Source: an optimization exercise on an open RTL-to-GDS flow (aim: small area and a short achievable clock period). Production flows keep margins and buffers that such runs may drop.

==> v9: inputs <==
// SingleCycleCPU
module SingleCycleCPU(
    input clk, Reset,
    input [31:0] instr,
    output [5:0] opCode,
    output [31:0] ReadData1, ReadData2, currentPC, nextPC, result, DMOut,
    output [4:0] rs, rt
);
    wire [4:0] rd = instr[15:11];
    wire [4:0] sa = instr[10:6];
    wire [15:0] imm = instr[15:0];
    assign opCode = instr[31:26];
    assign rs = instr[25:21];
    assign rt = instr[20:16];
    wire op_ori, op_and, op_or, op_sll, op_slti, op_sw, op_lw, op_beq, op_bne, op_j, op_halt;
    wire useImm, subtract, RegWre, RegDst;
    CU cu(.opCode(opCode), .op_ori(op_ori), .op_and(op_and), .op_or(op_or), .op_sll(op_sll),
          .op_slti(op_slti), .op_sw(op_sw), .op_lw(op_lw), .op_beq(op_beq), .op_bne(op_bne),
          .op_j(op_j), .op_halt(op_halt), .useImm(useImm), .subtract(subtract),
          .RegWre(RegWre), .RegDst(RegDst));
    reg [31:2] pc;                
    reg [31:0] regFile [1:31];    
    reg [31:1] valid;             
  ...
export LEC_CHECK = 0
export CAP_MARGIN = 30
export CORE_MARGIN = 2
export CORE_UTILIZATION = 22
export SLEW_MARGIN = 30
export SYNTH_HIERARCHICAL = 1
export SYNTH_MINIMUM_KEEP_SIZE = 0
create_clock -name core_clock -period 20.0 [get_ports {clk}]
standard.sh (not shown) runs the stock make flow with config.mk's settings and CLKGATE_MAP_FILE= SYNTH_SCRIPT=/design/flow/synth_recipe.tcl, a recipe that flattens the netlist after the stock synthesis.
==> flow/flow/run.sh <==
#!/bin/bash
# Layout flow: the standard synthesis unchanged, then the standard ORFS
# steps with our own port buffers, clock tree settings and timing target.
set -euo pipefail
HERE=$(cd "$(dirname "$0")" && pwd)
source "$HERE/settings.sh"

bash standard.sh synth > synth.log 2>&1
bash standard.sh \
  BUFFER_PORTS_ARGS="$PORT_BUF_ARGS" \
  CTS_ARGS="$CTS_ARGS_V" \
  SETUP_SLACK_MARGIN="$SETUP_MARGIN" \
  PRE_RESIZE_TCL="$HERE/pre_resize.tcl" \
  $EXTRA_MAKE_ARGS \
  finish > layout.log 2>&1
==> flow/flow/pre_resize.tcl <==
# Stronger buffers on the input ports (they drive the decoders directly).
foreach inst [get_cells input*] {
  replace_cell $inst sky130_fd_sc_hd__buf_8
}
==> flow/flow/settings.sh <==
# Settings read by run.sh
PORT_BUF_ARGS="-buffer_cell sky130_fd_sc_hd__buf_2"
CTS_ARGS_V="-sink_clustering_enable -repair_clock_nets -buf_list {sky130_fd_sc_hd__clkbuf_8} -sink_clustering_size 16 -sink_clustering_max_diameter 50 -dont_use_dummy_load"
SETUP_MARGIN=7
EXTRA_MAKE_ARGS=""
==> inputs of v5, as changes to v9 <==
--- a/flow/design.v
+++ b/flow/design.v
@@ -298,18 +298,20 @@
     input [31:0] A,         
     input [31:0] R2,
     input [15:0] imm,
     input [4:0] sa,
     input op_ori, op_and, op_or, op_sll, op_slti,
     input useImm, subtract,
-    output [31:0] result
+    output [31:0] result,
+    output eq               
     );
     wire useI = useImm | op_ori;
     wire [31:0] ext = {{16{imm[15] & ~op_ori}}, imm};
     wire [31:0] B = (useI ? ext : R2) ^ {32{subtract}};
     wire [31:0] sum, p, g;
+    assign eq = &p;
     wire c31;
     adder32k add(.a(A), .b(B), .cin(subtract), .s(sum), .p(p), .g(g), .cm(c31));
     wire lt = (A[31] ^ imm[15]) ? A[31] : ~c31;
     wire [31:0] shl;
     shl32 sh(.a(R2), .sh(sa), .y(shl));
     wire is_sum = ~(op_ori | op_and | op_or | op_sll | op_slti);
@@ -690,59 +692,88 @@
         for (r = 0; r < 16; r = r + 1) begin : m_
             g_and4 u(r[0] ? x[0] : xn[0],
                      t1[{r[0], r[1]}], t2[{r[1], r[2]}], t3[{r[2], r[3]}], m[r]);
         end
     endgenerate
 endmodule
+module SumDecC(input [3:0] a, input [3:0] b, input c, output [15:0] mn);
+    wire [3:0] x, o, g;
+    wire x0c, x0cn;
+    genvar i, r;
+    generate
+        for (i = 0; i < 4; i = i + 1) begin : b_
+            g_xor2 ux(a[i], b[i], x[i]);
+            g_or2 uo(a[i], b[i], o[i]);
+            g_and2 ua(a[i], b[i], g[i]);
+        end
+        g_xor2 uc(x[0], c, x0c);           
+        g_inv ucn(x0c, x0cn);
+        wire [3:0] t1, t2, t3;
+        for (i = 1; i < 4; i = i + 1) begin : t_
+            wire e00, e01, e10, e11;
+            g_xnor2 u00(x[i], o[i-1], e00);
+            g_xor2  u01(x[i], o[i-1], e01);
+            g_xnor2 u10(x[i], g[i-1], e10);
+            g_xor2  u11(x[i], g[i-1], e11);
+            if (i == 1) assign t1 = {e11, e10, e01, e00};
+            if (i == 2) assign t2 = {e11, e10, e01, e00};
+            if (i == 3) assign t3 = {e11, e10, e01, e00};
+        end
+        for (r = 0; r < 16; r = r + 1) begin : m_
+            g_nand4 u(r[0] ? x0c : x0cn,
+                      t1[{r[0], r[1]}], t2[{r[1], r[2]}], t3[{r[2], r[3]}], mn[r]);
+        end
+    endgenerate
+endmodule
 module MemSel(
     input [5:0] ra,           
     input [5:0] ia,           
     input we,
     input [63:0] mvalid,      
     output [63:0] rsel,       
     output [63:0] wen,
     output [15:0] wsel,       
     output [15:0] osel_n      
     );
-    reg [43:0] sel;
+    reg [31:0] sel;
     always @(*) begin
         case ({ra[1:0], ia[1:0]})
-            4'd0: sel = {16'h8421, 16'h8421, 12'h249};
-            4'd1: sel = {16'h1842, 16'h4218, 12'h24a};
-            4'd2: sel = {16'h2184, 16'h2184, 12'h252};
-            4'd3: sel = {16'h4218, 16'h1842, 12'h292};
-            4'd4: sel = {16'h1842, 16'h4218, 12'h24a};
-            4'd5: sel = {16'h2184, 16'h2184, 12'h252};
-            4'd6: sel = {16'h4218, 16'h1842, 12'h292};
-            4'd7: sel = {16'h8421, 16'h8421, 12'h492};
-            4'd8: sel = {16'h2184, 16'h2184, 12'h252};
-            4'd9: sel = {16'h4218, 16'h1842, 12'h292};
-            4'd10: sel = {16'h8421, 16'h8421, 12'h492};
-            4'd11: sel = {16'h1842, 16'h4218, 12'h494};
-            4'd12: sel = {16'h4218, 16'h1842, 12'h292};
-            4'd13: sel = {16'h8421, 16'h8421, 12'h492};
-            4'd14: sel = {16'h1842, 16'h4218, 12'h494};
-            4'd15: sel = {16'h2184, 16'h2184, 12'h4a4};
-            default: sel = 44'b0;
+            4'd0: sel = {16'h8421, 16'h8421};
+            4'd1: sel = {16'h1842, 16'h4218};
+            4'd2: sel = {16'h2184, 16'h2184};
+            4'd3: sel = {16'h4218, 16'h1842};
+            4'd4: sel = {16'h1842, 16'h4218};
+            4'd5: sel = {16'h2184, 16'h2184};
+            4'd6: sel = {16'h4218, 16'h1842};
+            4'd7: sel = {16'h8421, 16'h8421};
+            4'd8: sel = {16'h2184, 16'h2184};
+            4'd9: sel = {16'h4218, 16'h1842};
+            4'd10: sel = {16'h8421, 16'h8421};
+            4'd11: sel = {16'h1842, 16'h4218};
+            4'd12: sel = {16'h4218, 16'h1842};
+            4'd13: sel = {16'h8421, 16'h8421};
+            4'd14: sel = {16'h1842, 16'h4218};
+            4'd15: sel = {16'h2184, 16'h2184};
+            default: sel = 32'b0;
         endcase
     end
-    assign osel_n = sel[43:28];
-    assign wsel = sel[27:12];
+    assign osel_n = sel[31:16];
+    assign wsel = sel[15:0];
     wire we_n = ~we;
-    wire [15:0] m;
-    SumDec4 sd(.a(ra[5:2]), .b(ia[5:2]), .m(m));
-    genvar k, i, r;
+    genvar k, r;
     generate
         for (k = 0; k < 4; k = k + 1) begin : bank
+            wire [5:0] bk = ia + 6'd3 - k;
+            wire ck = (ra[1] & bk[1]) | ((ra[1] | bk[1]) & ra[0] & bk[0]);
+            wire [15:0] mn;
+            SumDecC sd(.a(ra[5:2]), .b(bk[5:2]), .c(ck), .mn(mn));
             for (r = 0; r < 16; r = r + 1) begin : row
-                wire n;    
-                g_aoi222 u(m[r], sel[3*k], m[(r+15)%16], sel[3*k+1], m[(r+14)%16], sel[3*k+2], n);
                 wire vn;
                 g_inv uv(mvalid[4*r + k], vn);
-                g_nor2 ur(n, vn, rsel[16*k + r]);
-                g_nor2 uw(n, we_n, wen[16*k + r]);
+                g_nor2 ur(mn[r], vn, rsel[16*k + r]);
+                g_nor2 uw(mn[r], we_n, wen[16*k + r]);
             end
         end
     endgenerate
 endmodule
 module MemRead(
     input [511:0] ram,         
@@ -837,17 +868,16 @@
         for (g = 1; g < 32; g = g + 1) begin : rf
             assign rflat[32*(g-1) +: 32] = regFile[g];
         end
     endgenerate
     RegRead rp1(.d(rflat), .valid(valid), .ra(rs), .q(ReadData1));
     RegRead rp2(.d(rflat), .valid(valid), .ra(rt), .q(ReadData2));
+    wire eq;
     ALU alu(.A(ReadData1), .R2(ReadData2), .imm(imm), .sa(sa),
             .op_ori(op_ori), .op_and(op_and), .op_or(op_or), .op_sll(op_sll),
-            .op_slti(op_slti), .useImm(useImm), .subtract(subtract), .result(result));
-    wire eq;
-    eq32 cmp(.a(ReadData1), .b(ReadData2), .eq(eq));
+            .op_slti(op_slti), .useImm(useImm), .subtract(subtract), .result(result), .eq(eq));
     wire [29:0] npc;
     PC pcl(.pc(pc), .halt(op_halt), .beq(op_beq), .bne(op_bne), .eq(eq), .jump(op_j),
            .imm(imm), .j_addr(instr[25:0]), .npc(npc));
     assign currentPC = {pc, 2'b00};
     assign nextPC = {npc, 2'b00};
     wire [63:0] rsel, wen;
==> flow/flow/pre_resize.tcl (replaced) <==
# Stronger buffers on the input ports (they drive the decoders directly).
foreach inst [get_cells input*] {
  replace_cell $inst sky130_fd_sc_hd__buf_8
}
# The last gate of each register-file read bit drives the ALU, comparator,
# memory and output port: use the strongest or3.
foreach inst [get_cells -filter "ref_name == sky130_fd_sc_hd__or3_1"] {
  set net [get_full_name [get_nets -of_objects [get_pins [get_full_name $inst]/A]]]
  if {[string match "rp*" $net]} {
    replace_cell $inst sky130_fd_sc_hd__or3_4
  }
}
# Outputs with plenty of slack get the smallest buffer.
foreach inst [get_cells output*] {
  set net [get_full_name [get_nets -of_objects [get_pins [get_full_name $inst]/X]]]
  if {[regexp {^(currentPC|opCode|rs|rt|ReadData1|ReadData2)} $net]} {
    replace_cell $inst sky130_fd_sc_hd__buf_1
  }
}
==> flow/flow/settings.sh (replaced) <==
# Settings read by run.sh
PORT_BUF_ARGS="-buffer_cell sky130_fd_sc_hd__buf_2"
CTS_ARGS_V="-sink_clustering_enable -repair_clock_nets -buf_list {sky130_fd_sc_hd__clkbuf_8} -sink_clustering_size 16 -sink_clustering_max_diameter 50 -dont_use_dummy_load"
SETUP_MARGIN=7
EXTRA_MAKE_ARGS="TNS_END_PERCENT=20"
- CORE_UTILIZATION: 22 -> 35
- PLACE_DENSITY: default -> 0.65
==> notes.md <==
Between v5 and v9, the lower via count is in v5 (gap 0.39%, measured against v9).
Fmax: v9 is lower than v5 (about 4.3%).
Against v5, the area after synthesis of v9 is lower by about 0.5%.
Of v9 and v5, v9 has the higher die area (gap 58%, measured against v5).
Against v5, the global-route usage of v9 is lower by 7.9 points.
Sequential cell count is the same in v5 and v9.
Function was not checked in any run of this note: the RTL went through the layout flow alone.

re-timing with driven ports:
The results above use ideal ports. As a check the final layouts listed here were re-extracted and re-timed, cells and wires unchanged.
Step 1 assumes that a clkbuf_16 drives the clock port and a buf_2 every other input.
Step 2 adds t to the input delays and takes it off the output delays; t is the mean of the earliest and latest rising clock arrival at the registers after step 1. Input paths then give back, and output paths get back, about the clock's delay inside the block.
Slacks: no drivers / after step 1 / after step 2; pairs: no drivers / after step 1.
run | t (ns) | setup WS [ns] | latest minus earliest clock arrival (ns) | slew at the worst register clock pin (ns) | worst data-port slew with drivers (ns)
v9 | 1.003 | 6.249 / 5.997 / 5.997 | 0.148 / 0.148 | 0.12 / 0.12 | 0.24
v5 | 0.957 | 6.845 / 6.674 / 6.674 | 0.173 / 0.172 | 0.11 / 0.11 | 0.18
After both steps setup and hold are still met in every run listed. The setup slack of v9, which loses most, moves by -0.252 ns with the drivers and by -0.252 ns with both steps.
